This is an optimization exercise on Yosys and OpenROAD, whose aim is small area, a short achievable clock period and few clock cycles per item, not a production implementation. At most, simulation tests tie the RTL to the original design; equivalence was not proved. For runs 1 to 3 and 5, only the layout was checked, not whether the RTL still works. No activity file was given, so power comes from the tool's default toggle rates.

==> flow/design.v <==
module ISR(reset,
           value,
           clock,
           result,
           done
);
  input wire reset;
  input wire [63:0] value;
  input wire clock;
  output wire [31:0] result;
  output wire done;
  reg  [55:0] d;       
  reg  [30:0] r;       
  reg  [31:0] q;       
  reg  [3:0]  cnt;     
  reg         fin;
  wire [7:0] vt = value[63:56];
  reg  [3:0] q0;
  reg  [4:0] r0;
  wire [16:0] ge;
  assign ge[0] = 1'b1;
  assign ge[16] = 1'b0;
  assign ge[1] = vt >= 8'd1;
  assign ge[2] = vt >= 8'd4;
  assign ge[3] = vt >= 8'd9;
  assign ge[4] = vt >= 8'd16;
  assign ge[5] = vt >= 8'd25;
  assign ge[6] = vt >= 8'd36;
  assign ge[7] = vt >= 8'd49;
  assign ge[8] = vt >= 8'd64;
  assign ge[9] = vt >= 8'd81;
  assign ge[10] = vt >= 8'd100;
  assign ge[11] = vt >= 8'd121;
  assign ge[12] = vt >= 8'd144;
  assign ge[13] = vt >= 8'd169;
  assign ge[14] = vt >= 8'd196;
  assign ge[15] = vt >= 8'd225;
  integer kk;
  always @* begin
    q0 = 4'd0;
    r0 = 5'd0;
    for (kk = 1; kk < 16; kk = kk + 1)
      if (ge[kk]) q0 = kk;
    for (kk = 0; kk < 16; kk = kk + 1)
      if (ge[kk] & ~ge[kk + 1]) r0 = r0 | (vt[4:0] - kk * kk);
  end
  wire [29:0] qs = q[29:0];
  wire [34:0] x  = {r, d[55:52]};             
  wire [33:0] t1;
  prefix_add #(.W(34), .KIND(0)) u_t1(.a({1'b0, x[34:2]}), .b(~{2'b00, qs, 2'b01}), .ci(1'b1), .y(t1));
  wire        ge1 = ~t1[33];
  wire [35:0] t2a;
  prefix_add #(.W(36), .KIND(0)) u_t2a(.a({1'b0, x}), .b(~{3'b000, qs, 3'b001}), .ci(1'b1), .y(t2a));
  wire        ge2a = ~t2a[35];
  wire [35:0] m1 = {~{2'b00, qs}, 4'b1111};
  wire [35:0] m2 = {~{3'b000, qs}, 3'b000};
  wire [35:0] xe = {1'b0, x};
  wire [35:0] cs = xe ^ m1 ^ m2;
  wire [35:0] cc = (xe & m1) | (xe & m2) | (m1 & m2);
  wire [35:0] t2b;
  prefix_add #(.W(36), .KIND(0)) u_t2b(.a(cs), .b({cc[34:0], 1'b0}), .ci(1'b0), .y(t2b));
  wire        ge2b = ~t2b[35];
  wire        ge2 = ge1 ? ge2b : ge2a;
  wire [30:0] r1 = ge1 ? (ge2 ? t2b[30:0] : {t1[28:0], x[1:0]})
                       : (ge2 ? t2a[30:0] : x[30:0]);
  always @(posedge clock) begin
    if (reset) begin
      d   <= value[55:0];
      r   <= {26'd0, r0};
      q   <= {28'd0, q0};
      cnt <= 4'd14;
      fin <= 1'b0;
    end else begin
      d   <= {d[51:0], 4'b0000};
      r   <= r1;
      cnt <= cnt - 4'd1;
      if (!fin) begin
        q   <= {q[29:0], ge1, ge2};
        if (cnt == 4'd1) fin <= 1'b1;
      end
    end
  end
  assign result = q;
  assign done   = fin;
endmodule
module prefix_add #(parameter W = 8, parameter KIND = 0)
  (input wire [W-1:0] a, input wire [W-1:0] b, input wire ci,
   output wire [W-1:0] y);
  reg [W-1:0] g, p, pp;
  reg [W-1:0] gn, pn;
  reg [W:0]   c;
  integer i, j, l, s;
  localparam integer TOP = (W > 32) ? 32 : (W > 16) ? 16 : (W > 8) ? 8 :
                           (W > 4) ? 4 : (W > 2) ? 2 : 1;
  always @* begin
    for (i = 0; i < W; i = i + 1) begin
      g[i]  = a[i] & b[i];
      pp[i] = a[i] ^ b[i];
      p[i]  = pp[i];
    end
    g[0] = g[0] | (p[0] & ci);
    if (KIND == 0) begin
      for (l = 1; l < W; l = l * 2)
        for (j = 2 * l - 1; j < W; j = j + 2 * l) begin
          g[j] = g[j] | (p[j] & g[j - l]);
          p[j] = p[j] & p[j - l];
        end
      for (l = TOP / 2; l >= 1; l = l / 2)
        for (j = 3 * l - 1; j < W; j = j + 2 * l) begin
          g[j] = g[j] | (p[j] & g[j - l]);
          p[j] = p[j] & p[j - l];
        end
    end else if (KIND == 1) begin
      for (l = 1; l < W; l = l * 2) begin
        gn = g; pn = p;
        for (j = 0; j < W; j = j + 1)
          if ((j / l) % 2 == 1) begin
            s = (j / l) * l - 1;
            gn[j] = g[j] | (p[j] & g[s]);
            pn[j] = p[j] & p[s];
          end
        g = gn; p = pn;
      end
    end else if (KIND == 2) begin
      for (l = 1; l < W; l = l * 2) begin
        gn = g; pn = p;
        for (j = l; j < W; j = j + 1) begin
          gn[j] = g[j] | (p[j] & g[j - l]);
          pn[j] = p[j] & p[j - l];
        end
        g = gn; p = pn;
      end
    end else begin
      for (l = 1; l < W; l = l * 2) begin
        gn = g; pn = p;
        for (j = 1; j < W; j = j + 2)
          if (j - l >= 0) begin
            if (l == 1) begin
              gn[j] = g[j] | (p[j] & g[j - 1]);
              pn[j] = p[j] & p[j - 1];
            end else if (j - l >= 1) begin
              gn[j] = g[j] | (p[j] & g[j - l]);
              pn[j] = p[j] & p[j - l];
            end
          end
        g = gn; p = pn;
      end
      gn = g; pn = p;
      for (j = 2; j < W; j = j + 2) begin
        gn[j] = g[j] | (p[j] & g[j - 1]);
        pn[j] = p[j] & p[j - 1];
      end
      g = gn; p = pn;
    end
    c[0] = ci;
    for (i = 0; i < W; i = i + 1)
      c[i + 1] = g[i];
  end
  assign y = pp ^ c[W-1:0];
endmodule
==> flow/flow/run.sh <==
#!/bin/bash
bash standard.sh BUFFER_PORTS_ARGS="-buffer_cell sky130_fd_sc_hd__buf_1" SETUP_SLACK_MARGIN=6.0 ABC_AREA=1 CTS_BUF_LIST="sky130_fd_sc_hd__clkbuf_4 sky130_fd_sc_hd__clkbuf_8" finish > standard.log 2>&1
==> flow/standard.sh <==
#!/bin/bash
# synth_recipe.tcl (not shown) runs the flow's synth.tcl, then flattens the netlist and writes it again
# the make line also repeats each setting of config.mk as NAME=value (left out here)
make -C /OpenROAD-flow-scripts/flow DESIGN_CONFIG=/design/flow/config.mk WORK_HOME=/design/flow/orfs CLKGATE_MAP_FILE= SYNTH_SCRIPT=/design/flow/synth_recipe.tcl "${@:-finish}"
==> flow/config.mk <==
export PLATFORM = sky130hd
export DESIGN_NAME = ISR
export DESIGN_NICKNAME = ISR
export VERILOG_FILES = /design/flow/design.v
export SDC_FILE = /design/flow/constraint.sdc
export NUM_CORES = 4
export LEC_CHECK = 0
export CAP_MARGIN = 20
export CORE_MARGIN = 2
export CORE_UTILIZATION = 40
export PLACE_DENSITY = 0.6
export SLEW_MARGIN = 20
==> flow/constraint.sdc <==
create_clock -name core_clock -period 10.0 [get_ports {clock}]
set_input_delay 2.0000 -clock core_clock [delete_from_list [all_inputs] [get_ports {clock}]]
set_output_delay 2.0000 -clock core_clock [all_outputs]
set_load 0.01 [all_outputs]
==> results of run 1 <==
[registers in the layout, summed over array words and instances (netlist names)]
| name | count |
|---|---|
| r | 31 |
| cnt | 4 |
| q | 32 |
| d | 56 |
| fin | 1 |
[layout make-up]
type                    instances  share of cell area, %
clock buffers                  17                   2.09
inverters                     173                   5.83
repair buffers                104                   3.73
multi-input cells            1012                   60.8
well taps                     330                   3.69
clock inverters                15                   1.30
flip-flops and latches        124                   22.6
[stage by stage]
| stage | setup WS (ns) | utilization (%) |
|---|---|---|
| after global routing | 6.02 | 44.7 |
| after global placement | 5.35 | 42.8 |
| after floorplan | 6.45 | - |
| after detailed placement | 5.28 | 42.8 |
| final | 6.32 | 44.7 |
| after CTS | 6.01 | 44.5 |
[cell usage after synthesis]
library cell	n	area, um^2
sky130_fd_sc_hd__o21a_1	16	120
sky130_fd_sc_hd__nor3_1	5	25.0
sky130_fd_sc_hd__a21boi_0	1	7.51
sky130_fd_sc_hd__a21o_1	6	45.0
sky130_fd_sc_hd__clkbuf_1	28	105
sky130_fd_sc_hd__xor2_1	17	149
sky130_fd_sc_hd__edfxtp_1	4	120
sky130_fd_sc_hd__inv_4	1	6.26
sky130_fd_sc_hd__nand4_1	8	50.1
sky130_fd_sc_hd__o22ai_1	1	6.26
sky130_fd_sc_hd__a211oi_1	1	7.51
sky130_fd_sc_hd__or2_2	1	6.26
sky130_fd_sc_hd__buf_1	3	11.3
sky130_fd_sc_hd__a22oi_1	1	7.51
sky130_fd_sc_hd__o2111ai_1	2	17.5
sky130_fd_sc_hd__inv_2	3	11.3
sky130_fd_sc_hd__nand3_4	1	17.5
sky130_fd_sc_hd__nand2_2	9	56.3
sky130_fd_sc_hd__inv_1	169	634
sky130_fd_sc_hd__o21bai_1	2	15.0
sky130_fd_sc_hd__dfxtp_1	120	2400
sky130_fd_sc_hd__ha_1	109	1360
sky130_fd_sc_hd__o31ai_1	1	7.51
sky130_fd_sc_hd__nand3_1	64	320
sky130_fd_sc_hd__buf_6	5	56.3
sky130_fd_sc_hd__fa_1	70	1400
sky130_fd_sc_hd__a31o_2	5	43.8
sky130_fd_sc_hd__o211ai_1	2	15.0
sky130_fd_sc_hd__o21ai_0	60	300
sky130_fd_sc_hd__buf_2	9	45.0
sky130_fd_sc_hd__nand3_2	1	10.0
sky130_fd_sc_hd__o21ai_1	11	55.1
sky130_fd_sc_hd__a31oi_1	12	75.1
sky130_fd_sc_hd__a21oi_1	95	475
sky130_fd_sc_hd__xnor2_1	27	236
sky130_fd_sc_hd__nand3b_1	3	22.5
sky130_fd_sc_hd__a21oi_4	2	32.5
sky130_fd_sc_hd__nor2_1	48	180
sky130_fd_sc_hd__a21oi_2	12	105
sky130_fd_sc_hd__a21boi_1	1	7.51
sky130_fd_sc_hd__nand2_1	414	1550
[final timing paths]
kind / from / to / slack, ns / cells past startpoint
worst max-delay path: q[2]$_DFFE_PP_ / r[9]$_SDFF_PP0_ / 6.32 / 18
worst min register to register: d[42]$_DFF_P_ / d[46]$_DFF_P_ / 0.42 / 2
worst max register to register: q[2]$_DFFE_PP_ / r[9]$_SDFF_PP0_ / 6.32 / 18
worst min-delay path: d[42]$_DFF_P_ / d[46]$_DFF_P_ / 0.42 / 2
[logic make-up after synthesis]
kind of cell	Yosys count
simple gates	554
xor+xnor	44
fa+ha+maj	179
buf+inv	218
compound gates	231
flops	124
[what timing repair did]
action	CTS	global route
setup endpoints to repair	31	32
setup buffers	0	2
gates cloned	1	3
hold buffers	0	0
hold endpoints to repair	0	0
gates resized for setup	3	1
pin swaps	1	3
[worst min-delay path, delay by kind of cell (launching register included)]
family	cells	cell delay [ns]
DFF	1	0.31
and+or+nand+nor	2	0.09
[per-layer routing]
layer / up-vias / share of wire [%] / wire length [um]
met4: 0 / 0.96 / 250
met1: 3979 / 47 / 12200
li1: 4501 / - / -
met3: 19 / 5.1 / 1340
met5: - / 0 / 0
met2: 208 / 47 / 12400
[power by group through the flow]
| stage | Combinational, mW | Clock, mW | Sequential [mW] |
|---|---|---|---|
| after global placement | 2.71 | 0 | 0.709 |
| after global routing | 3.24 | 0.478 | 0.710 |
| after detailed placement | 2.72 | 0 | 0.709 |
| after floorplan | 2.17 | 0 | 0.673 |
| final | 2.83 | 0.445 | 0.700 |
| after CTS | 2.78 | 0.456 | 0.698 |
==> impl_metrics.csv, run 1 <==
group,metric,value,unit
placement,numPlacedInstances,1737,
cts,cts.sinks,124,
critical_path,timing.critical_path.to_type,"flip-flop",
synthesis,synth_seq_area_share,24.9,%
die,core_area,25000,um^2
die,fp-row-count,58,
timing,rsz0062_at_grt,"no",
global_route,grt-busiest-layer,"met2",
pwr,power.share.clock,11.2,%
placement,dp_hpwl,19400,um
timing,fmax,272,MHz
detailed_routing,number_of_violations_reported_at_the_end_of_detailed_routing_iteration_0,489,
layout,mostFrequentLayoutCell,"sky130_fd_sc_hd__nand2_1",
die,ios,99,
cts,worst_skew_pair.late_latency,0.47,ns
synthesis,synth-seq-cells,124,
synthesis,synthesis.yosys.warnings,3,
run,timing.max_cap.violations,0,
synthesis,post_synth_and_or_nand_nor_area_fraction,22.1,%
pwr,finalPower,3.98,mW
pwr,share_comb_of_total_power,71.2,%
layout,fillers,2532,
pwr,netSwitchingFraction,52.8,%
layout,instances_no_fill,1775,
pwr,share_seq_of_total_power,17.6,%
critical_path,worst_path_dominant_cell_family,"simple AND/OR/NAND/NOR gates",
pwr,powerDensity,356,nW/um^2
detailed_routing,drt_pre_antenna_iters,5,
global_route,grtUsageMet3,4.37,%
timing,worst_pin_slew,0.936,ns
critical_path,setup.worst_path.start_class,"flip-flop",
layout,combined_area_of_the_multi_input_logic_cells,6800,um^2
detailed_routing,ant_nets,0,
die,floorplan.die.width,163,um
global_route,residual_overflow_from_global_routing,0,
synthesis,number_of_cells_produced_by_synthesis,1350,
detailed_routing,drcViolationCount,0,
global_route,grt_pass1_vias,8704,
timing,final.period_utilization,36.8,%
timing,final_hold_viols,0,
critical_path,cp_max_fanout,12,
synthesis,syn_avg_cell_area,7.50,um^2
detailed_routing,routed-via-count,8707,
detailed_routing,post_drt_wl_per_cell,14.7,um
critical_path,cp_slowest_stage_delay,0.52,ns
timing,min_clock_period_post_route,3.68,ns
global_route,maximum_number_of_pins_on_one_net_before_global_route_repair,92,
global_route,global_route_wire_length_before_repair,43200,um
detailed_routing,viasPerCell,4.91,
cts,cts_made_buffers,17,
layout,n_antenna_cell,0,
synthesis,netlist-cell-type-count,41,
placement,io_buffer_count,98,
cts,tritoncts_clock_tree,"done",
global_route,antenna_found_initial,0,
global_route,grtUsageTotal,20.3,%
synthesis,yosys.area_share.xor_xnor,3.80,%
synthesis,synthesis.nets,1595,
synthesis,synth_top_family_by_area,"adder cells",
die,initial_utilization,40.5,%
critical_path,worstPathRequired,10.32,ns
cts,cts.path.max_buffers,2,
critical_path,worst_setup_path_type,"reg -> reg",
global_route,use_met2,34.6,%
cts,clk_transition_reported_paths,0.09,ns
critical_path,critical-path-top-cell-by-count,"sky130_fd_sc_hd__nand2_1",
pwr,p_sw,2.10,mW
timing,setup_viol,0,
layout,nNetsFinal,1677,
pwr,cell_internal_pwr,1.88,mW
timing,maxSlewViolCount,0,
layout,mostFrequentLayoutCells,"sky130_fd_sc_hd__nand2_1 (414), sky130_fd_sc_hd__inv_1 (169), sky130_fd_sc_hd__dfxtp_1 (119)",
synthesis,synth.area.mux_share,0,%
synthesis,synth_adder_area_share,27.3,%
synthesis,synth-compound-area-share,13.3,%
critical_path,sequence_of_cells_on_the_critical_path,"inv_1 > fa_1 > ha_1 > nand2_1 > nor2_1 > nand2_1 > nand2_2 > nand2_1 > nand2_2 > nand2_1 > nand2_1 > nand2_1 > nand2_1 > nand2_2 > a21oi_2 > nand2_1 > nand3_1 > a21oi_1",
timing,finClkSkew,0.0200,ns
pwr,vdd_ir_drop_max,0.183,mV
critical_path,worstPathBufferInverterCount,1,
cts,cts_max_level,4,
placement,post_dp_cell_area,10700,um^2
synthesis,synth_area,10100,um^2
die,fp.dieArea,26600,um^2
critical_path,cpMaxStageDelayCell,"sky130_fd_sc_hd__a21oi_2",
timing,slew_headroom,37.6,%
placement,gp_routability_congestion,0.890,
pwr,p_leak,5.37,nW
min_path,hold_path_class,"reg -> reg",
layout,final_design_area_no_fill,11200,um^2
timing,timing.setup.tns,0,ns
layout,layout.area.seq,2520,um^2
critical_path,worst_ep_arrival_time,4.00,ns
die,die_h,163,um
global_route,grt.met1_usage,26.3,%
timing,fin_worst_hold_slack,0.419,ns
status,outcome,"complete, no violations",
cts,clock_tree.root_cell,"sky130_fd_sc_hd__clkbuf_8",
detailed_routing,drt_wl_total,26200,um
layout,final_layout_size_suffix_gt1_share,5.47,%
layout,area.growth.synth_to_final,10.4,%
==> run 2: changes to the inputs <==
==> flow/flow/run.sh (replaced) <==
#!/bin/bash
bash standard.sh BUFFER_PORTS_ARGS="-buffer_cell sky130_fd_sc_hd__buf_1" SETUP_SLACK_MARGIN=6.8 ABC_AREA=1 CTS_BUF_LIST="sky130_fd_sc_hd__clkbuf_4 sky130_fd_sc_hd__clkbuf_8" finish > standard.log 2>&1
==> impl_metrics.csv, run 2 <==
group,metric,value,unit
cts,cts_made_buffers,17,
synthesis,synth_top_family_by_area,"adder cells",
timing,worst_pin_slew,0.826,ns
synthesis,yosys.area_share.xor_xnor,3.80,%
critical_path,worst_r2r_startpoint,"q[24]$_SDFFE_PP0N_",
detailed_routing,ant_nets,0,
synthesis,synthesis.yosys.warnings,3,
cts,cts_max_level,4,
min_path,hold_path_class,"reg -> reg",
timing,fmax,307,MHz
critical_path,worstPathRequired,10.40,ns
synthesis,synth_adder_area_share,27.3,%
global_route,grt_pass1_vias,8651,
critical_path,sequence_of_cells_on_the_critical_path,"buf_6 > inv_4 > ha_1 > nand2_1 > nand2_2 > o21ai_2 > inv_1 > o21ai_4 > nor2_4 > buf_4 > o2111ai_2 > nand2_1 > nand3_1",
timing,final.period_utilization,32.6,%
cts,tritoncts_clock_tree,"done",
placement,io_buffer_count,98,
die,floorplan.die.width,163,um
die,ios,99,
cts,clock_tree.root_cell,"sky130_fd_sc_hd__clkbuf_8",
synthesis,synthArstFlopShare,0,%
pwr,power.share.clock,9.0,%
critical_path,setup.worst_path.start_class,"primary input",
die,fp-row-count,58,
status,outcome,"complete, no violations",
critical_path,worst_ep_arrival_time,3.66,ns
synthesis,synth.cells.most_frequent,"sky130_fd_sc_hd__nand2_1 (414), sky130_fd_sc_hd__inv_1 (169), sky130_fd_sc_hd__dfxtp_1 (120), sky130_fd_sc_hd__ha_1 (109), sky130_fd_sc_hd__a21oi_1 (95)",
critical_path,worstRegToRegCells,17,
timing,timing.final.ws_setup,6.74,ns
pwr,powerDensity,375,nW/um^2
layout,nNetsFinal,1739,
global_route,global_route_wire_length_before_repair,44100,um
pwr,vdd_ir_drop_max,0.208,mV
synthesis,synth_largest_area_cell,"sky130_fd_sc_hd__dfxtp_1",
pwr,share_comb_of_total_power,76.3,%
layout,combined_area_of_the_multi_input_logic_cells,7520,um^2
layout,area.growth.synth_to_final,25.4,%
pwr,cell_internal_pwr,2.37,mW
critical_path,timing.critical_path.from,"value[59]",
global_route,maximum_number_of_pins_on_one_net_before_global_route_repair,92,
timing,setup_viol,0,
timing,min_clock_period_post_route,3.26,ns
placement,gp_routability_congestion,0.873,
global_route,residual_overflow_from_global_routing,0,
synthesis,netlist-cell-type-count,41,
detailed_routing,routed-via-count,9173,
cts,cts.sinks,124,
synthesis,synth-seq-cells,124,
layout,n_antenna_cell,0,
critical_path,critical-path-top-cell-by-count,"sky130_fd_sc_hd__nand2_1",
global_route,antenna_found_initial,0,
placement,dp_hpwl,19200,um
critical_path,worst_setup_path_type,"in -> reg",
synthesis,syn_avg_cell_area,7.50,um^2
layout,registers.top_by_ff_count,"d",
pwr,p_leak,5.94,nW
critical_path,crit-reg2reg-capture,"r[25]$_SDFF_PP0_",
die,die_h,163,um
critical_path,timing.critical_path.to_type,"flip-flop",
synthesis,synthesis.nets,1595,
detailed_routing,number_of_violations_reported_at_the_end_of_detailed_routing_iteration_0,564,
critical_path,worstPathBufferInverterCount,4,
layout,layout.area.seq,2580,um^2
pwr,netSwitchingFraction,50.3,%
synthesis,synth_most_common_cell,"sky130_fd_sc_hd__nand2_1",
die,fp.dieArea,26600,um^2
timing,slew_headroom,44.9,%
critical_path,worst_path_dominant_cell_family,"compound AO/OA/AOI/OAI gates",
timing,maxSlewViolCount,0,
detailed_routing,viasPerCell,4.99,
min_path,hold_depth,2,
synthesis,number_of_synthesized_flops_with_an_enable_pin,4,
layout,mostFrequentLayoutCells,"sky130_fd_sc_hd__nand2_1 (384), sky130_fd_sc_hd__inv_1 (131), sky130_fd_sc_hd__dfxtp_1 (97)",
timing,timing.setup.tns,0,ns
detailed_routing,post_drt_wl_per_cell,15.5,um
synthesis,synth_seq_area_share,24.9,%
pwr,p_sw,2.39,mW
timing,finClkSkew,0.0177,ns
timing,final_hold_viols,0,
synthesis,post_synth_and_or_nand_nor_area_fraction,22.1,%
timing,rsz0062_at_grt,"yes",
synthesis,netlist.area_leader.share,23.7,%
critical_path,timing.critical_path.to,"r[3]$_DFF_P_",
layout,fillers,2424,
run,timing.max_cap.violations,0,
synthesis,synth.area.mux_share,0,%
die,core_area,25000,um^2
synthesis,synth-compound-area-share,13.3,%
synthesis,synth_area,10100,um^2
critical_path,cp_max_fanout,4,
layout,biggestRegsByFlops,"d (56), q (32), r (31)",
synthesis,postSynth.topFlopCell,"sky130_fd_sc_hd__dfxtp_1",
critical_path,cp_slowest_stage_delay,0.20,ns
layout,mostFrequentLayoutCell,"sky130_fd_sc_hd__nand2_1",
critical_path,cpMaxStageDelayCell,"sky130_fd_sc_hd__o21ai_2",
layout,final_layout_size_suffix_gt1_share,21.5,%
critical_path,instance_count_on_the_critical_path,13,
cts,clk_transition_reported_paths,0.08,ns
synthesis,number_of_cells_produced_by_synthesis,1350,
placement,place_worst_setup_slack,5.22,ns
detailed_routing,drcViolationCount,0,
die,initial_utilization,40.5,%
layout,largest_register_ffs,56,
critical_path,r2r_setup_slack,6.78,ns
synthesis,ys_top_cells_by_area,"sky130_fd_sc_hd__dfxtp_1 (24%), sky130_fd_sc_hd__nand2_1 (15%), sky130_fd_sc_hd__fa_1 (14%), sky130_fd_sc_hd__ha_1 (13%), sky130_fd_sc_hd__inv_1 (6.3%)",
detailed_routing,drt_pre_antenna_iters,7,
detailed_routing,drt_wl_total,28500,um
cts,cts.path.max_buffers,2,
cts,worst_skew_pair.late_latency,0.47,ns
global_route,grtUsageTotal,20.8,%
pwr,share_seq_of_total_power,14.7,%
-- run 2: timing repair --
item / CTS / global route
cloned: 4 / 7
hold endpoints to repair: 0 / 0
hold buffers: 0 / 0
resized for setup: 93 / 176
endpoints found under the setup margin: 37 / 37
buffers inserted: 14 / 43
pin swaps: 20 / 54
-- run 2: cell families (layout without fill, tap and decap cells) --
kind of cell,count (synthesis),after routing
AO/OA/AOI/OAI,231,231
flip-flops,124,124
AND/OR/NAND/NOR,554,560
buffers and inverters,218,369
adder cells (fa/ha/maj),179,179
XOR/XNOR,44,44
-- run 2: worst min-delay path: cells and delay by family (launching register included) --
family / cells / cell delay (ns)
DFF: 1 / 0.31
and+or+nand+nor: 2 / 0.10
-- run 2: how the worst min path moves through the flow --
stage	start	end	slack, ns
finish	d[43]$_DFF_P_	d[47]$_DFF_P_	0.42
global route	d[45]$_DFF_P_	d[49]$_DFF_P_	0.45
CTS	d[29]$_DFF_P_	d[33]$_DFF_P_	0.42
detailed placement	d[21]$_DFF_P_	d[25]$_DFF_P_	0.40
global placement	d[47]$_DFF_P_	d[51]$_DFF_P_	0.40
floorplan	d[6]$_DFF_P_	d[10]$_DFF_P_	0.40
-- run 2: layout make-up --
type	instances	share of cell area (%)
Sequential cell	124	20.3
Clock inverter	13	0.867
Inverter	173	5.52
Multi-Input combinational cell	1014	59.2
Clock buffer	19	2.01
Tap cell	330	3.25
Timing Repair Buffer	164	8.89
-- run 2: per-stage QoR --
| step | cells | cell area (um^2) | hold WS (ns) | power [mW] | util [%] |
|---|---|---|---|---|---|
| 3_3_place_gp | 1737 | 10800 | 0.400 | 3.40 | 43.0 |
| 2_1_floorplan | 1350 | 10200 | 0.396 | 2.84 | - |
| 3_5_place_dp | 1737 | 10800 | 0.403 | 3.43 | 43.0 |
| 6_report | 1837 | 12700 | 0.421 | 4.76 | 50.7 |
| 5_1_grt | 1837 | 12700 | 0.446 | 5.20 | 50.7 |
| 4_1_cts | 1787 | 11500 | 0.419 | 4.13 | 46.1 |
-- run 2: power groups by stage --
stage | Combinational (mW) | Sequential, mW | Clock (mW)
after floorplan | 2.17 | 0.673 | 0
after global routing | 4.03 | 0.707 | 0.461
final | 3.63 | 0.698 | 0.428
after detailed placement | 2.72 | 0.710 | 0
after CTS | 3.00 | 0.694 | 0.441
after global placement | 2.69 | 0.711 | 0
-- run 2: per-layer routing --
metal  part of all wire, %  up-vias  GRT usage (%)
li1                      -     4641              -
met1                    45     4269           27.2
met2                    49      231           35.2
met3                   5.5       32           4.52
met4                   1.3        0           4.99
met5                     0        -              0
==> run 3: changes to the inputs <==
==> flow/flow/run.sh (replaced) <==
#!/bin/bash
bash standard.sh BUFFER_PORTS_ARGS="-buffer_cell sky130_fd_sc_hd__buf_1" SETUP_SLACK_MARGIN=6.5 ABC_AREA=1 CTS_BUF_LIST="sky130_fd_sc_hd__clkbuf_4 sky130_fd_sc_hd__clkbuf_8" CTS_CLUSTER_SIZE=30 CTS_CLUSTER_DIAMETER=100 finish > standard.log 2>&1
==> impl_metrics.csv, run 3 <==
group,metric,value,unit
status,outcome,"complete, no violations",
min_path,holdPathEnd,"d[25]$_DFF_P_",
detailed_routing,post_drt_wl_per_cell,14.8,um
global_route,global_route_wire_length_before_repair,43200,um
detailed_routing,viasPerCell,4.93,
synthesis,postSynth.topFlopCell,"sky130_fd_sc_hd__dfxtp_1",
layout,final_layout_size_suffix_gt1_share,11.0,%
die,initial_utilization,40.5,%
timing,timing.final.ws_setup,6.65,ns
layout,registers.top_by_ff_count,"d",
placement,post_dp_cell_area,10700,um^2
layout,mostFrequentLayoutCell,"sky130_fd_sc_hd__nand2_1",
timing,rsz0062_at_grt,"yes",
placement,gp_routability_congestion,0.850,
die,fp-row-count,58,
critical_path,worst_ep_arrival_time,3.69,ns
synthesis,number_of_synthesized_flops_with_an_enable_pin,4,
pwr,p_leak,5.46,nW
layout,fillers,2585,
timing,setup_viol,0,
detailed_routing,number_of_violations_reported_at_the_end_of_detailed_routing_iteration_0,489,
timing,worst_pin_slew,0.943,ns
pwr,netSwitchingFraction,51.7,%
layout,final_design_area_no_fill,11500,um^2
placement,io_buffer_count,98,
layout,area.growth.synth_to_final,13.7,%
critical_path,timing.critical_path.to_type,"flip-flop",
synthesis,synth_largest_area_cell,"sky130_fd_sc_hd__dfxtp_1",
die,floorplan.die.width,163,um
cts,postCtsHoldBufs,0,
layout,mostFrequentLayoutCells,"sky130_fd_sc_hd__nand2_1 (406), sky130_fd_sc_hd__inv_1 (147), sky130_fd_sc_hd__dfxtp_1 (106)",
timing,fmax,299,MHz
timing,timing.setup.tns,0,ns
critical_path,setup.worst_path.start_class,"primary input",
cts,cts_max_level,4,
cts,cts.path.max_buffers,2,
cts,worst_skew_pair.late_latency,0.45,ns
pwr,powerDensity,357,nW/um^2
global_route,grt_pass1_vias,8516,
synthesis,synthesis.yosys.warnings,3,
pwr,power.share.clock,10.6,%
synthesis,synth_most_common_cell,"sky130_fd_sc_hd__nand2_1",
synthesis,synth_seq_area_share,24.9,%
die,ios,99,
timing,final.period_utilization,33.5,%
timing,final_hold_viols,0,
critical_path,worstPathRequired,10.34,ns
layout,biggestRegsByFlops,"d (56), q (32), r (31)",
cts,clock_tree.root_cell,"sky130_fd_sc_hd__clkbuf_8",
critical_path,worstRegToRegCells,16,
global_route,residual_overflow_from_global_routing,0,
min_path,hold_depth,2,
placement,place_worst_setup_slack,5.20,ns
synthesis,ys_top_cells_by_area,"sky130_fd_sc_hd__dfxtp_1 (24%), sky130_fd_sc_hd__nand2_1 (15%), sky130_fd_sc_hd__fa_1 (14%), sky130_fd_sc_hd__ha_1 (13%), sky130_fd_sc_hd__inv_1 (6.3%)",
critical_path,cpMaxStageDelayCell,"sky130_fd_sc_hd__a211oi_2",
cts,tritoncts_clock_tree,"done",
layout,combined_area_of_the_multi_input_logic_cells,7010,um^2
cts,cts_made_buffers,17,
synthesis,synth_area,10100,um^2
layout,layout.area.seq,2540,um^2
die,die_h,163,um
detailed_routing,drt_wl_total,26400,um
synthesis,syn_avg_cell_area,7.50,um^2
global_route,maximum_number_of_pins_on_one_net_before_global_route_repair,92,
pwr,share_seq_of_total_power,17.0,%
layout,largest_register_ffs,56,
pwr,p_sw,2.13,mW
timing,finClkSkew,0.0127,ns
pwr,cell_internal_pwr,1.99,mW
pwr,vdd_ir_drop_max,0.195,mV
synthesis,netlist.area_leader.share,23.7,%
pwr,finalPower,4.12,mW
run,timing.max_cap.violations,0,
cts,clk_transition_reported_paths,0.08,ns
critical_path,worst_setup_path_type,"in -> reg",
detailed_routing,routed-via-count,8805,
timing,maxSlewViolCount,0,
critical_path,cp_max_fanout,4,
min_path,hold_path_class,"reg -> reg",
timing,slew_headroom,37.1,%
critical_path,cp_slowest_stage_delay,0.23,ns
die,fp.dieArea,26600,um^2
min_path,hold_start,"d[21]$_DFF_P_",
synthesis,number_of_cells_produced_by_synthesis,1350,
critical_path,worst_r2r_startpoint,"q[24]$_SDFFE_PP0N_",
synthesis,synthArstFlopShare,0,%
placement,dp_hpwl,19000,um
pwr,share_comb_of_total_power,72.4,%
detailed_routing,drt_pre_antenna_iters,4,
global_route,grtUsageTotal,20.4,%
cts,cts.sinks,124,
synthesis,synthesis.nets,1595,
layout,nNetsFinal,1688,
critical_path,critical-path-top-cell-by-count,"sky130_fd_sc_hd__nand2_1",
synthesis,synth.cells.most_frequent,"sky130_fd_sc_hd__nand2_1 (414), sky130_fd_sc_hd__inv_1 (169), sky130_fd_sc_hd__dfxtp_1 (120), sky130_fd_sc_hd__ha_1 (109), sky130_fd_sc_hd__a21oi_1 (95)",
layout,n_antenna_cell,0,
synthesis,netlist-cell-type-count,41,
critical_path,r2r_setup_slack,6.72,ns
critical_path,crit-reg2reg-capture,"r[23]$_SDFF_PP0_",
synthesis,synth-seq-cells,124,
timing,min_clock_period_post_route,3.35,ns
critical_path,sequence_of_cells_on_the_critical_path,"clkbuf_2 > inv_2 > ha_1 > inv_1 > nand2_2 > nand3_1 > inv_2 > nand2_1 > nand3_1 > inv_1 > a21oi_2 > nor2_1 > a211oi_2 > o2111ai_2 > nand2_1 > nand2_1",
detailed_routing,drcViolationCount,0,
detailed_routing,ant_nets,0,
die,core_area,25000,um^2
global_route,antenna_found_initial,1,
run 3: layer usage:
metal | routed length (um) | GRT usage, % | vias to the layer above
met2 | 12300 | 34.0 | 186
li1 | - | - | 4532
met3 | 1550 | 4.93 | 24
met1 | 12300 | 26.8 | 4061
met4 | 276 | 4.63 | 2
met5 | 13 | 0 | -
run 3: layout make-up:
| cell class | count | share of cell area (%) |
|---|---|---|
| Sequential cell | 124 | 22.1 |
| Clock inverter | 12 | 0.989 |
| Inverter | 173 | 5.71 |
| Clock buffer | 20 | 2.34 |
| Tap cell | 330 | 3.59 |
| Multi-Input combinational cell | 1014 | 60.9 |
| Timing Repair Buffer | 113 | 4.41 |
run 3: worst max path at each step:
stage | from | endpoint | slack [ns] | depth (start not counted)
detailed placement | q[1]$_DFFE_PP_ | r[4]$_DFF_P_ | 5.20 | 18
global placement | q[3]$_DFFE_PP_ | r[4]$_DFF_P_ | 5.28 | 18
floorplan | value[58] | r[1]$_DFF_P_ | 6.53 | 14
CTS | q[10]$_SDFFE_PP0N_ | r[23]$_SDFF_PP0_ | 6.49 | 18
finish | value[56] | r[4]$_DFF_P_ | 6.65 | 16
global route | value[57] | r[3]$_DFF_P_ | 6.49 | 14
run 3: cell families (layout without fill, tap and decap cells):
group	Yosys count	in the layout	synth area share, %
fa+ha+maj	179	179	27.3
simple gates	554	559	22.1
flops	124	124	24.9
buf+inv	218	318	8.59
compound gates	231	232	13.3
xor+xnor	44	44	3.80
run 3: stage by stage:
| step | utilization, % | hold WS [ns] | cells |
|---|---|---|---|
| 2_1_floorplan | - | 0.396 | 1350 |
| 4_1_cts | 45.0 | 0.424 | 1778 |
| 6_report | 46.0 | 0.419 | 1786 |
| 3_3_place_gp | 42.8 | 0.399 | 1737 |
| 5_1_grt | 46.0 | 0.440 | 1786 |
| 3_5_place_dp | 42.8 | 0.403 | 1737 |
run 3: what timing repair did:
item,in CTS,in global routing
buffers inserted,5,6
cloned,4,2
resized for setup,22,73
pin swaps,3,11
setup endpoints to repair,32,33
run 3: critical path, delay by kind of cell:
family	cells	cell delay, ns
AOI/OAI and AO/OA	3	0.56
adders and majority gates	1	0.16
buffers and inverters	5	0.41
and+or+nand+nor	7	0.56
run 3: power by group through the flow:
stage	clock network, mW	logic, mW	registers (mW)
after global placement	0	2.68	0.712
after global routing	0.472	3.39	0.709
after floorplan	0	2.17	0.673
after detailed placement	0	2.70	0.712
final	0.436	2.98	0.699
after CTS	0.451	2.86	0.695
==> run 4: changes to the inputs <==
--- a/flow/design.v
+++ b/flow/design.v
@@ -15,4 +15,5 @@
   reg  [3:0]  cnt;     
   reg         fin;
+  reg         lead;    
   wire [7:0] vt = value[63:56];
   reg  [3:0] q0;
@@ -64,4 +65,5 @@
   wire [30:0] r1 = ge1 ? (ge2 ? t2b[30:0] : {t1[28:0], x[1:0]})
                        : (ge2 ? t2a[30:0] : x[30:0]);
+  wire        skip = lead && (d[55:40] == 16'd0) && (cnt > 4'd4);
   always @(posedge clock) begin
     if (reset) begin
@@ -71,8 +73,10 @@
       cnt <= 4'd14;
       fin <= 1'b0;
+      lead <= (vt == 8'd0);
     end else begin
-      d   <= {d[51:0], 4'b0000};
+      d   <= skip ? {d[39:0], 16'd0} : {d[51:0], 4'b0000};
+      lead <= lead && (d[55:52] == 4'd0);
       r   <= r1;
-      cnt <= cnt - 4'd1;
+      cnt <= cnt - (skip ? 4'd4 : 4'd1);
       if (!fin) begin
         q   <= {q[29:0], ge1, ge2};
==> flow/flow/run.sh (replaced) <==
#!/bin/bash
# The standard layout (the standard.sh, ORFS) with these changes:
# - port buffers are buf_1 cells instead of ORFS's automatic choice;
# - timing repair aims for 6.5 ns of setup slack at the 10 ns clock;
# - ABC maps for area (timing repair then fixes the critical paths);
# - clock tree built from clkbuf_4 and clkbuf_8 cells.
# make's output goes to standard.log; each ORFS step logs to orfs/logs/.
bash standard.sh BUFFER_PORTS_ARGS="-buffer_cell sky130_fd_sc_hd__buf_1" SETUP_SLACK_MARGIN=6.5 ABC_AREA=1 CTS_BUF_LIST="sky130_fd_sc_hd__clkbuf_4 sky130_fd_sc_hd__clkbuf_8" finish > standard.log 2>&1
==> impl_metrics.csv, run 4 <==
group,metric,value,unit
critical_path,sequence_of_cells_on_the_critical_path,"buf_2 > inv_4 > ha_4 > inv_2 > a21oi_4 > nand2_4 > a31oi_4 > nor2_1 > nor2_2 > nand3_2 > nor3_4 > buf_4 > o22ai_1 > nand2_1 > nand2_1",
cts,clk_transition_reported_paths,0.11,ns
detailed_routing,ant_nets,0,
synthesis,synth_top_family_by_area,"adder cells",
layout,layout.area.seq,2560,um^2
placement,io_buffer_count,98,
detailed_routing,post_drt_wl_per_cell,15.8,um
synthesis,synth-seq-cells,125,
detailed_routing,number_of_violations_reported_at_the_end_of_detailed_routing_iteration_0,478,
global_route,residual_overflow_from_global_routing,0,
synthesis,synth.cells.most_frequent,"sky130_fd_sc_hd__nand2_1 (326), sky130_fd_sc_hd__a21oi_1 (158), sky130_fd_sc_hd__inv_1 (155), sky130_fd_sc_hd__dfxtp_1 (121), sky130_fd_sc_hd__ha_1 (112)",
timing,rsz0062_at_grt,"yes",
cts,cts.sinks,125,
synthesis,post_synth_and_or_nand_nor_area_fraction,18.9,%
layout,area.growth.synth_to_final,14.2,%
layout,final_util,46.1,%
layout,registers.top_by_ff_count,"d",
synthesis,netlist.area_leader.share,23.2,%
timing,worst_pin_slew,1.02,ns
global_route,maximum_number_of_pins_on_one_net_before_global_route_repair,90,
synthesis,netlist-cell-type-count,43,
cts,clock_tree.root_cell,"sky130_fd_sc_hd__clkbuf_8",
pwr,share_seq_of_total_power,17.9,%
placement,dp_hpwl,20500,um
cts,cts.path.max_buffers,2,
critical_path,worst_ep_arrival_time,3.73,ns
critical_path,timing.critical_path.to_type,"flip-flop",
detailed_routing,drcViolationCount,0,
critical_path,worst_setup_path_type,"in -> reg",
die,fp.dieArea,27400,um^2
layout,final_layout_size_suffix_gt1_share,10.8,%
timing,slew_headroom,31.7,%
pwr,p_sw,2.10,mW
layout,mostFrequentLayoutCells,"sky130_fd_sc_hd__nand2_1 (319), sky130_fd_sc_hd__a21oi_1 (153), sky130_fd_sc_hd__inv_1 (132)",
synthesis,number_of_cells_produced_by_synthesis,1386,
timing,final_hold_viols,0,
layout,n_antenna_cell,0,
synthesis,synth_most_common_cell,"sky130_fd_sc_hd__nand2_1",
critical_path,worstPathRequired,10.34,ns
layout,final_design_area_no_fill,11900,um^2
status,outcome,"complete, no violations",
die,fp-row-count,59,
synthesis,synthArstFlopShare,0,%
pwr,powerDensity,334,nW/um^2
synthesis,ys_top_cells_by_area,"sky130_fd_sc_hd__dfxtp_1 (23%), sky130_fd_sc_hd__fa_1 (13%), sky130_fd_sc_hd__ha_1 (13%), sky130_fd_sc_hd__nand2_1 (12%), sky130_fd_sc_hd__a21oi_1 (7.6%)",
synthesis,postSynth.topFlopCell,"sky130_fd_sc_hd__dfxtp_1",
detailed_routing,routed-via-count,9318,
synthesis,number_of_synthesized_flops_with_an_enable_pin,4,
global_route,grtUsageTotal,21.0,%
die,floorplan.die.width,166,um
detailed_routing,viasPerCell,5.11,
synthesis,synth_area,10400,um^2
synthesis,synth_adder_area_share,26.9,%
synthesis,synthesis.yosys.warnings,3,
timing,maxSlewViolCount,0,
global_route,global_route_wire_length_before_repair,45500,um
layout,largest_register_ffs,56,
critical_path,cpMaxStageDelayCell,"sky130_fd_sc_hd__nor3_4",
timing,fmax,294,MHz
timing,setup_viol,0,
cts,tritoncts_clock_tree,"done",
global_route,grt_pass1_vias,8968,
layout,nNetsFinal,1723,
pwr,power.share.clock,11.7,%
timing,min_clock_period_post_route,3.40,ns
pwr,finalPower,3.98,mW
critical_path,cp_slowest_stage_delay,0.23,ns
layout,biggestRegsByFlops,"d (56), q (32), r (31)",
die,core_area,25800,um^2
pwr,cell_internal_pwr,1.88,mW
cts,worst_skew_pair.late_latency,0.46,ns
synthesis,synth.area.mux_share,0,%
die,ios,99,
detailed_routing,drt_pre_antenna_iters,5,
cts,cts_max_level,4,
detailed_routing,drt_wl_total,28900,um
die,initial_utilization,40.4,%
synthesis,synthesis.nets,1634,
pwr,p_leak,5.39,nW
synthesis,yosys.area_share.xor_xnor,3.69,%
cts,cts_made_buffers,17,
synthesis,synth-compound-area-share,17.9,%
pwr,share_comb_of_total_power,70.4,%
global_route,antenna_found_initial,0,
synthesis,synth_largest_area_cell,"sky130_fd_sc_hd__dfxtp_1",
min_path,hold_path_class,"reg -> reg",
timing,final.period_utilization,34.0,%
critical_path,setup.worst_path.start_class,"primary input",
pwr,netSwitchingFraction,52.8,%
layout,combined_area_of_the_multi_input_logic_cells,7320,um^2
layout,fillers,2624,
synthesis,synth_seq_area_share,24.4,%
layout,mostFrequentLayoutCell,"sky130_fd_sc_hd__nand2_1",
critical_path,critical-path-top-cell-by-count,"sky130_fd_sc_hd__nand2_1",
pwr,vdd_ir_drop_max,0.305,mV
critical_path,cp_max_fanout,4,
die,die_h,166,um
run,timing.max_cap.violations,0,
timing,finClkSkew,0.0152,ns
placement,gp_routability_congestion,0.881,
placement,post_dp_cell_area,11100,um^2
timing,timing.setup.tns,0,ns
synthesis,syn_avg_cell_area,7.53,um^2
run 4: changes by cell type after synthesis, sizes merged, moves of 4 or more:
| cell | delta |
|---|---|
| nand2 | -93 |
| a21oi | +56 |
| o21ai | +28 |
| nor2 | +24 |
| o211ai | +12 |
| inv | -9 |
| nand3 | -8 |
| nor3 | +4 |
| nor4 | +4 |
| o22ai | +4 |
run 4: final timing paths:
check                 startpoint               end  slack (ns)  cells after the start
setup / recovery       value[59]      r[1]$_DFF_P_        6.60                     15
hold / removal     d[20]$_DFF_P_     d[24]$_DFF_P_        0.47                      2
setup reg to reg  q[2]$_DFFE_PP_  r[23]$_SDFF_PP0_        6.68                     17
hold reg to reg    d[20]$_DFF_P_     d[24]$_DFF_P_        0.47                      2
run 4: worst max-delay path: cells and delay by family:
family                     cells  cell delay (ns)
adders and majority gates      1             0.13
buffers and inverters          4             0.43
and+or+nand+nor                7             0.79
AOI/OAI and AO/OA              3             0.36
run 4: kinds of logic (layout without fill, tap and decap cells):
logic type      after synthesis  after routing
compound gates              335            336
flops                       125            125
xor+xnor                     44             44
simple gates                483            486
buf+inv                     217            315
fa+ha+maj                   182            182
run 4: layer usage:
| layer | GRT usage, % | part of all wire [%] | up-vias | routed length, um |
|---|---|---|---|---|
| li1 | - | - | 4767 | - |
| met1 | 28.2 | 47 | 4327 | 13700 |
| met2 | 35.9 | 47 | 201 | 13700 |
| met3 | 2.97 | 4.0 | 23 | 1150 |
| met4 | 4.78 | 1.2 | 0 | 352 |
| met5 | 0 | 0 | - | 0 |
run 4: power by group through the flow:
stage | clock [mW] | combinational (mW) | sequential (mW)
after floorplan | 0 | 2.03 | 0.684
after global placement | 0 | 2.55 | 0.725
after detailed placement | 0 | 2.57 | 0.725
after CTS | 0.477 | 2.72 | 0.708
after global routing | 0.493 | 3.17 | 0.721
final | 0.467 | 2.80 | 0.711
run 4: stage by stage:
step | setup slack, ns | cells | hold slack (ns)
after floorplan | 6.41 | 1386 | 0.444
after global placement | 5.66 | 1774 | 0.453
after detailed placement | 5.52 | 1774 | 0.457
after CTS | 6.50 | 1816 | 0.470
after global routing | 6.50 | 1823 | 0.489
final | 6.60 | 1823 | 0.468
run 4: layout make-up:
| cell class | instances | share of cell area [%] |
|---|---|---|
| clock inverter | 15 | 1.49 |
| tap | 335 | 3.52 |
| multi-input combinational | 1048 | 61.4 |
| inverter | 166 | 5.53 |
| sequential | 125 | 21.5 |
| timing repair buffer | 117 | 4.58 |
| clock buffer | 17 | 1.96 |
run 4: timing repair:
action / CTS / global route
setup endpoints to repair: 34 / 33
endpoints found under the hold margin: 0 / 0
hold buffers: 0 / 0
pin swaps: 8 / 13
resized for setup: 20 / 62
cloned: 3 / 1
setup buffers: 7 / 6
Testbench counts of run 4, summed over its fixed seeds: cycles 6,012, items 480.
==> run 5: changes to the inputs <==
--- a/flow/design.v
+++ b/flow/design.v
@@ -10,42 +10,34 @@
   output wire [31:0] result;
   output wire done;
-  reg  [55:0] d;       
+  reg  [59:0] d;       
   reg  [30:0] r;       
   reg  [31:0] q;       
   reg  [3:0]  cnt;     
   reg         fin;
-  reg         lead;    
-  wire [7:0] vt = value[63:56];
-  reg  [3:0] q0;
-  reg  [4:0] r0;
-  wire [16:0] ge;
-  assign ge[0] = 1'b1;
-  assign ge[16] = 1'b0;
-  assign ge[1] = vt >= 8'd1;
-  assign ge[2] = vt >= 8'd4;
-  assign ge[3] = vt >= 8'd9;
-  assign ge[4] = vt >= 8'd16;
-  assign ge[5] = vt >= 8'd25;
-  assign ge[6] = vt >= 8'd36;
-  assign ge[7] = vt >= 8'd49;
-  assign ge[8] = vt >= 8'd64;
-  assign ge[9] = vt >= 8'd81;
-  assign ge[10] = vt >= 8'd100;
-  assign ge[11] = vt >= 8'd121;
-  assign ge[12] = vt >= 8'd144;
-  assign ge[13] = vt >= 8'd169;
-  assign ge[14] = vt >= 8'd196;
-  assign ge[15] = vt >= 8'd225;
-  integer kk;
+  wire [3:0] vt = value[63:60];
+  reg  [1:0] q0;
+  reg  [2:0] r0;
   always @* begin
-    q0 = 4'd0;
-    r0 = 5'd0;
-    for (kk = 1; kk < 16; kk = kk + 1)
-      if (ge[kk]) q0 = kk;
-    for (kk = 0; kk < 16; kk = kk + 1)
-      if (ge[kk] & ~ge[kk + 1]) r0 = r0 | (vt[4:0] - kk * kk);
+    case (vt)
+      4'd0: begin q0 = 2'd0; r0 = 3'd0; end
+      4'd1: begin q0 = 2'd1; r0 = 3'd0; end
+      4'd2: begin q0 = 2'd1; r0 = 3'd1; end
+      4'd3: begin q0 = 2'd1; r0 = 3'd2; end
+      4'd4: begin q0 = 2'd2; r0 = 3'd0; end
+      4'd5: begin q0 = 2'd2; r0 = 3'd1; end
+      4'd6: begin q0 = 2'd2; r0 = 3'd2; end
+      4'd7: begin q0 = 2'd2; r0 = 3'd3; end
+      4'd8: begin q0 = 2'd2; r0 = 3'd4; end
+      4'd9: begin q0 = 2'd3; r0 = 3'd0; end
+      4'd10: begin q0 = 2'd3; r0 = 3'd1; end
+      4'd11: begin q0 = 2'd3; r0 = 3'd2; end
+      4'd12: begin q0 = 2'd3; r0 = 3'd3; end
+      4'd13: begin q0 = 2'd3; r0 = 3'd4; end
+      4'd14: begin q0 = 2'd3; r0 = 3'd5; end
+      4'd15: begin q0 = 2'd3; r0 = 3'd6; end
+    endcase
   end
   wire [29:0] qs = q[29:0];
-  wire [34:0] x  = {r, d[55:52]};             
+  wire [34:0] x  = {r, d[59:56]};             
   wire [33:0] t1;
   prefix_add #(.W(34), .KIND(0)) u_t1(.a({1'b0, x[34:2]}), .b(~{2'b00, qs, 2'b01}), .ci(1'b1), .y(t1));
@@ -65,18 +57,15 @@
   wire [30:0] r1 = ge1 ? (ge2 ? t2b[30:0] : {t1[28:0], x[1:0]})
                        : (ge2 ? t2a[30:0] : x[30:0]);
-  wire        skip = lead && (d[55:40] == 16'd0) && (cnt > 4'd4);
   always @(posedge clock) begin
     if (reset) begin
-      d   <= value[55:0];
-      r   <= {26'd0, r0};
-      q   <= {28'd0, q0};
-      cnt <= 4'd14;
+      d   <= value[59:0];
+      r   <= {28'd0, r0};
+      q   <= {30'd0, q0};
+      cnt <= 4'd15;
       fin <= 1'b0;
-      lead <= (vt == 8'd0);
     end else begin
-      d   <= skip ? {d[39:0], 16'd0} : {d[51:0], 4'b0000};
-      lead <= lead && (d[55:52] == 4'd0);
+      d   <= {d[55:0], 4'b0000};
       r   <= r1;
-      cnt <= cnt - (skip ? 4'd4 : 4'd1);
+      cnt <= cnt - 4'd1;
       if (!fin) begin
         q   <= {q[29:0], ge1, ge2};
==> flow/flow/run.sh (replaced) <==
#!/bin/bash
bash standard.sh BUFFER_PORTS_ARGS="-buffer_cell sky130_fd_sc_hd__buf_2" SETUP_SLACK_MARGIN=6.5 ABC_AREA=1 CTS_BUF_LIST="sky130_fd_sc_hd__clkbuf_4 sky130_fd_sc_hd__clkbuf_8" finish > standard.log 2>&1
==> impl_metrics.csv, run 5 <==
group,metric,value,unit
cts,cts_max_level,4,
global_route,grt_pass1_vias,8339,
die,initial_utilization,40.6,%
layout,nNetsFinal,1637,
timing,worst_pin_slew,1.00,ns
synthesis,synthArstFlopShare,0,%
synthesis,synthesis.nets,1542,
synthesis,syn_avg_cell_area,7.56,um^2
timing,fmax,302,MHz
global_route,antenna_found_initial,1,
cts,worst_skew_pair.late_latency,0.45,ns
cts,postCtsHoldBufs,0,
cts,cts.sinks,128,
critical_path,worstPathRequired,10.37,ns
global_route,maximum_number_of_pins_on_one_net_before_global_route_repair,96,
cts,tritoncts_clock_tree,"done",
min_path,hold_start,"d[47]$_DFF_P_",
timing,setup_viol,0,
critical_path,worstRegToRegCells,20,
synthesis,synth.area.mux_share,0,%
critical_path,setup.worst_path.start_class,"flip-flop",
layout,n_antenna_cell,0,
global_route,grtUsageTotal,20.2,%
detailed_routing,drcViolationCount,0,
synthesis,ys_top_cells_by_area,"sky130_fd_sc_hd__dfxtp_1 (26%), sky130_fd_sc_hd__nand2_1 (16%), sky130_fd_sc_hd__fa_1 (14%), sky130_fd_sc_hd__ha_1 (13%), sky130_fd_sc_hd__inv_1 (6.8%)",
layout,mostFrequentLayoutCells,"sky130_fd_sc_hd__nand2_1 (409), sky130_fd_sc_hd__inv_1 (158), sky130_fd_sc_hd__dfxtp_1 (110)",
run,timing.max_cap.violations,0,
die,ios,99,
critical_path,r2r_setup_slack,6.69,ns
synthesis,synth_largest_area_cell,"sky130_fd_sc_hd__dfxtp_1",
synthesis,netlist-cell-type-count,40,
synthesis,number_of_synthesized_flops_with_an_enable_pin,2,
min_path,hold_path_class,"reg -> reg",
synthesis,yosys.area_share.xor_xnor,3.92,%
timing,finClkSkew,0.0164,ns
detailed_routing,post_drt_wl_per_cell,15.1,um
layout,area.growth.synth_to_final,15.0,%
synthesis,postSynth.topFlopCell,"sky130_fd_sc_hd__dfxtp_1",
timing,timing.setup.tns,0,ns
synthesis,synth-seq-cells,128,
pwr,powerDensity,382,nW/um^2
die,core_area,24200,um^2
cts,clock_tree.root_cell,"sky130_fd_sc_hd__clkbuf_8",
placement,dp_hpwl,18300,um
die,floorplan.die.width,161,um
critical_path,timing.critical_path.from,"q[25]$_SDFFE_PP0N_",
timing,maxSlewViolCount,0,
cts,cts_made_buffers,17,
critical_path,worst_setup_path_type,"reg -> reg",
synthesis,synth_most_common_cell,"sky130_fd_sc_hd__nand2_1",
synthesis,netlist.area_leader.share,25.6,%
detailed_routing,number_of_violations_reported_at_the_end_of_detailed_routing_iteration_0,435,
timing,final_hold_viols,0,
timing,slew_headroom,33.2,%
detailed_routing,drt_pre_antenna_iters,7,
critical_path,timing.critical_path.to_type,"flip-flop",
placement,io_buffer_count,98,
synthesis,number_of_cells_produced_by_synthesis,1301,
status,outcome,"complete, no violations",
layout,final_design_area_no_fill,11300,um^2
global_route,global_route_wire_length_before_repair,41900,um
placement,gp_routability_congestion,0.845,
die,fp.dieArea,25900,um^2
layout,biggestRegsByFlops,"d (60), q (32), r (31)",
detailed_routing,routed-via-count,8562,
min_path,hold_depth,2,
synthesis,synth_area,9840,um^2
timing,min_clock_period_post_route,3.31,ns
layout,final_layout_size_suffix_gt1_share,15.8,%
synthesis,synth_seq_area_share,26.3,%
min_path,holdPathEnd,"d[51]$_DFF_P_",
global_route,residual_overflow_from_global_routing,0,
layout,largest_register_ffs,60,
cts,cts.path.max_buffers,2,
synthesis,synth_top_family_by_area,"adder cells",
layout,registers.top_by_ff_count,"d",
synthesis,post_synth_and_or_nand_nor_area_fraction,21.8,%
cts,clk_transition_reported_paths,0.10,ns
critical_path,cp_max_fanout,5,
detailed_routing,viasPerCell,4.94,
pwr,vdd_ir_drop_max,0.147,mV
die,fp-row-count,57,
placement,post_dp_cell_area,10500,um^2
detailed_routing,drt_wl_total,26100,um
pwr,p_leak,5.80,nW
critical_path,crit-reg2reg-capture,"r[6]$_SDFF_PP0_",
die,die_h,161,um
synthesis,synth-compound-area-share,11.3,%
timing,final.period_utilization,33.1,%
synthesis,synth_adder_area_share,27.6,%
critical_path,worst_r2r_startpoint,"q[25]$_SDFFE_PP0N_",
timing,rsz0062_at_grt,"no",
critical_path,worst_ep_arrival_time,3.69,ns
layout,mostFrequentLayoutCell,"sky130_fd_sc_hd__nand2_1",
synthesis,synthesis.yosys.warnings,3,
synthesis,synth.cells.most_frequent,"sky130_fd_sc_hd__nand2_1 (411), sky130_fd_sc_hd__inv_1 (177), sky130_fd_sc_hd__dfxtp_1 (126), sky130_fd_sc_hd__ha_1 (105), sky130_fd_sc_hd__a21oi_1 (101)",
detailed_routing,ant_nets,0,
[run 5: changes by cell type after synthesis, sizes merged, moves of 8 or more]
cell | before | now
nor2 | 72 | 41
a21o | 7 | 15
xnor2 | 29 | 9
a21oi | 165 | 102
nand2 | 330 | 422
o21ai | 99 | 64
o21a | 16 | 1
inv | 164 | 179
o211ai | 14 | 4
xor2 | 15 | 35
[run 5: cell type report]
class / count / area (um^2)
multi-input combinational: 957 / 6590
sequential: 128 / 2620
inverter: 179 / 682
tap: 324 / 405
clock inverter: 15 / 161
fill: 2410 / 12900
clock buffer: 17 / 234
timing repair buffer: 113 / 616
[run 5: routing by layer]
layer	up-vias	global-route usage, %	wire, um
li1	4320	-	-
met5	-	0	8
met3	45	3.51	1540
met1	3949	27.0	12100
met4	2	6.17	506
met2	246	33.5	12000
[run 5: per-stage QoR]
stage               total power, mW  hold WS (ns)  cells  setup WS [ns]  util [%]
global route                   4.79         0.421   1733           6.49      46.6
finish                         4.32         0.413   1733           6.69      46.6
CTS                            4.12         0.415   1722           6.51      45.5
global placement               3.48         0.400   1683           6.14      43.5
floorplan                      2.90         0.396   1301           6.89         -
detailed placement             3.50         0.403   1683           5.97      43.5
[run 5: kinds of logic after synthesis]
| kind of cell | Yosys count |
|---|---|
| AO/OA/AOI/OAI | 205 |
| XOR/XNOR | 44 |
| adder cells (fa/ha/maj) | 175 |
| buffers and inverters | 222 |
| flip-flops | 128 |
| AND/OR/NAND/NOR | 527 |
[run 5: worst max-delay path: stages, from the launching register on]
cell and delay (ns):
sky130_fd_sc_hd__dfxtp_4 0.40, sky130_fd_sc_hd__clkinvlp_4 0.16, sky130_fd_sc_hd__fa_1 0.56, sky130_fd_sc_hd__ha_2 0.31
sky130_fd_sc_hd__nand2_1 0.07, sky130_fd_sc_hd__nand2_1 0.05, sky130_fd_sc_hd__inv_1 0.08, sky130_fd_sc_hd__nor2_1 0.05
sky130_fd_sc_hd__nor2_2 0.13, sky130_fd_sc_hd__nand2_1 0.11, sky130_fd_sc_hd__a21oi_1 0.12, sky130_fd_sc_hd__nand2_1 0.13
sky130_fd_sc_hd__nand2_1 0.08, sky130_fd_sc_hd__nand2_1 0.08, sky130_fd_sc_hd__nand2_4 0.11, sky130_fd_sc_hd__nand3_4 0.09
sky130_fd_sc_hd__buf_4 0.18, sky130_fd_sc_hd__buf_4 0.14, sky130_fd_sc_hd__nand3_1 0.09, sky130_fd_sc_hd__nand3_1 0.11
sky130_fd_sc_hd__a21oi_2 0.16
[run 5: worst max-delay path by stage]
stage / endpoint
floorplan: q[0]$_DFFE_PP_
global placement: r[1]$_DFF_P_
detailed placement: r[1]$_DFF_P_
CTS: r[30]$_SDFF_PP0_
global route: r[29]$_SDFF_PP0_
finish: r[6]$_SDFF_PP0_
[run 5: where the power goes]
part,total [mW],leakage (nW),internal (mW),switching (mW)
clock network,0.465,0.200,0.209,0.256
registers,0.716,1.08,0.610,0.106
logic,3.14,4.53,1.20,1.94
total,4.32,5.80,2.02,2.30
[run 5: repair_timing]
action                                  CTS  global route
hold endpoints to repair                  0             0
endpoints found under the setup margin   32            32
cloned                                    3             3
pin swaps                                 1             7
resized for setup                        11            58
setup buffers                             4             8

==> re-timing with driven ports <==
The results above use ideal ports. As a check the final layouts listed here were re-extracted and re-timed, cells and wires unchanged. Step 1: set_driving_cell puts a clkbuf_16 on clock and a buf_2 on each other input, an assumption about the parent block. Step 2 moves the port delays by t, midway between the first and last clock arrival at a register: inputs arrive t later, outputs are due t later. That takes back most of the time a late clock gives input paths. a / b / c = no drivers / after step 1 / after step 2; a / b = the first two.
| run | t, ns | setup WS [ns] | worst setup path after step 2 | latest minus earliest clock arrival (ns) | worst data-port slew with drivers (ns) |
|---|---|---|---|---|---|
| run 1 | 0.499 | 6.323 / 6.323 / 5.850 | input to register | 0.020 / 0.020 | 0.06 |
| run 2 | 0.500 | 6.743 / 6.706 / 6.227 | input to register | 0.018 / 0.018 | 0.07 |
| run 3 | 0.485 | 6.654 / 6.664 / 6.179 | input to register | 0.013 / 0.013 | 0.05 |
| run 4 | 0.498 | 6.603 / 6.634 / 6.135 | input to register | 0.017 / 0.017 | 0.03 |
| run 5 | 0.480 | 6.685 / 6.685 / 6.276 | input to register | 0.017 / 0.016 | 0.05 |
After both steps every run listed still meets setup and hold. The setup slack of run 2, which loses most, moves by -0.037 ns with the drivers and by -0.516 ns with both steps.
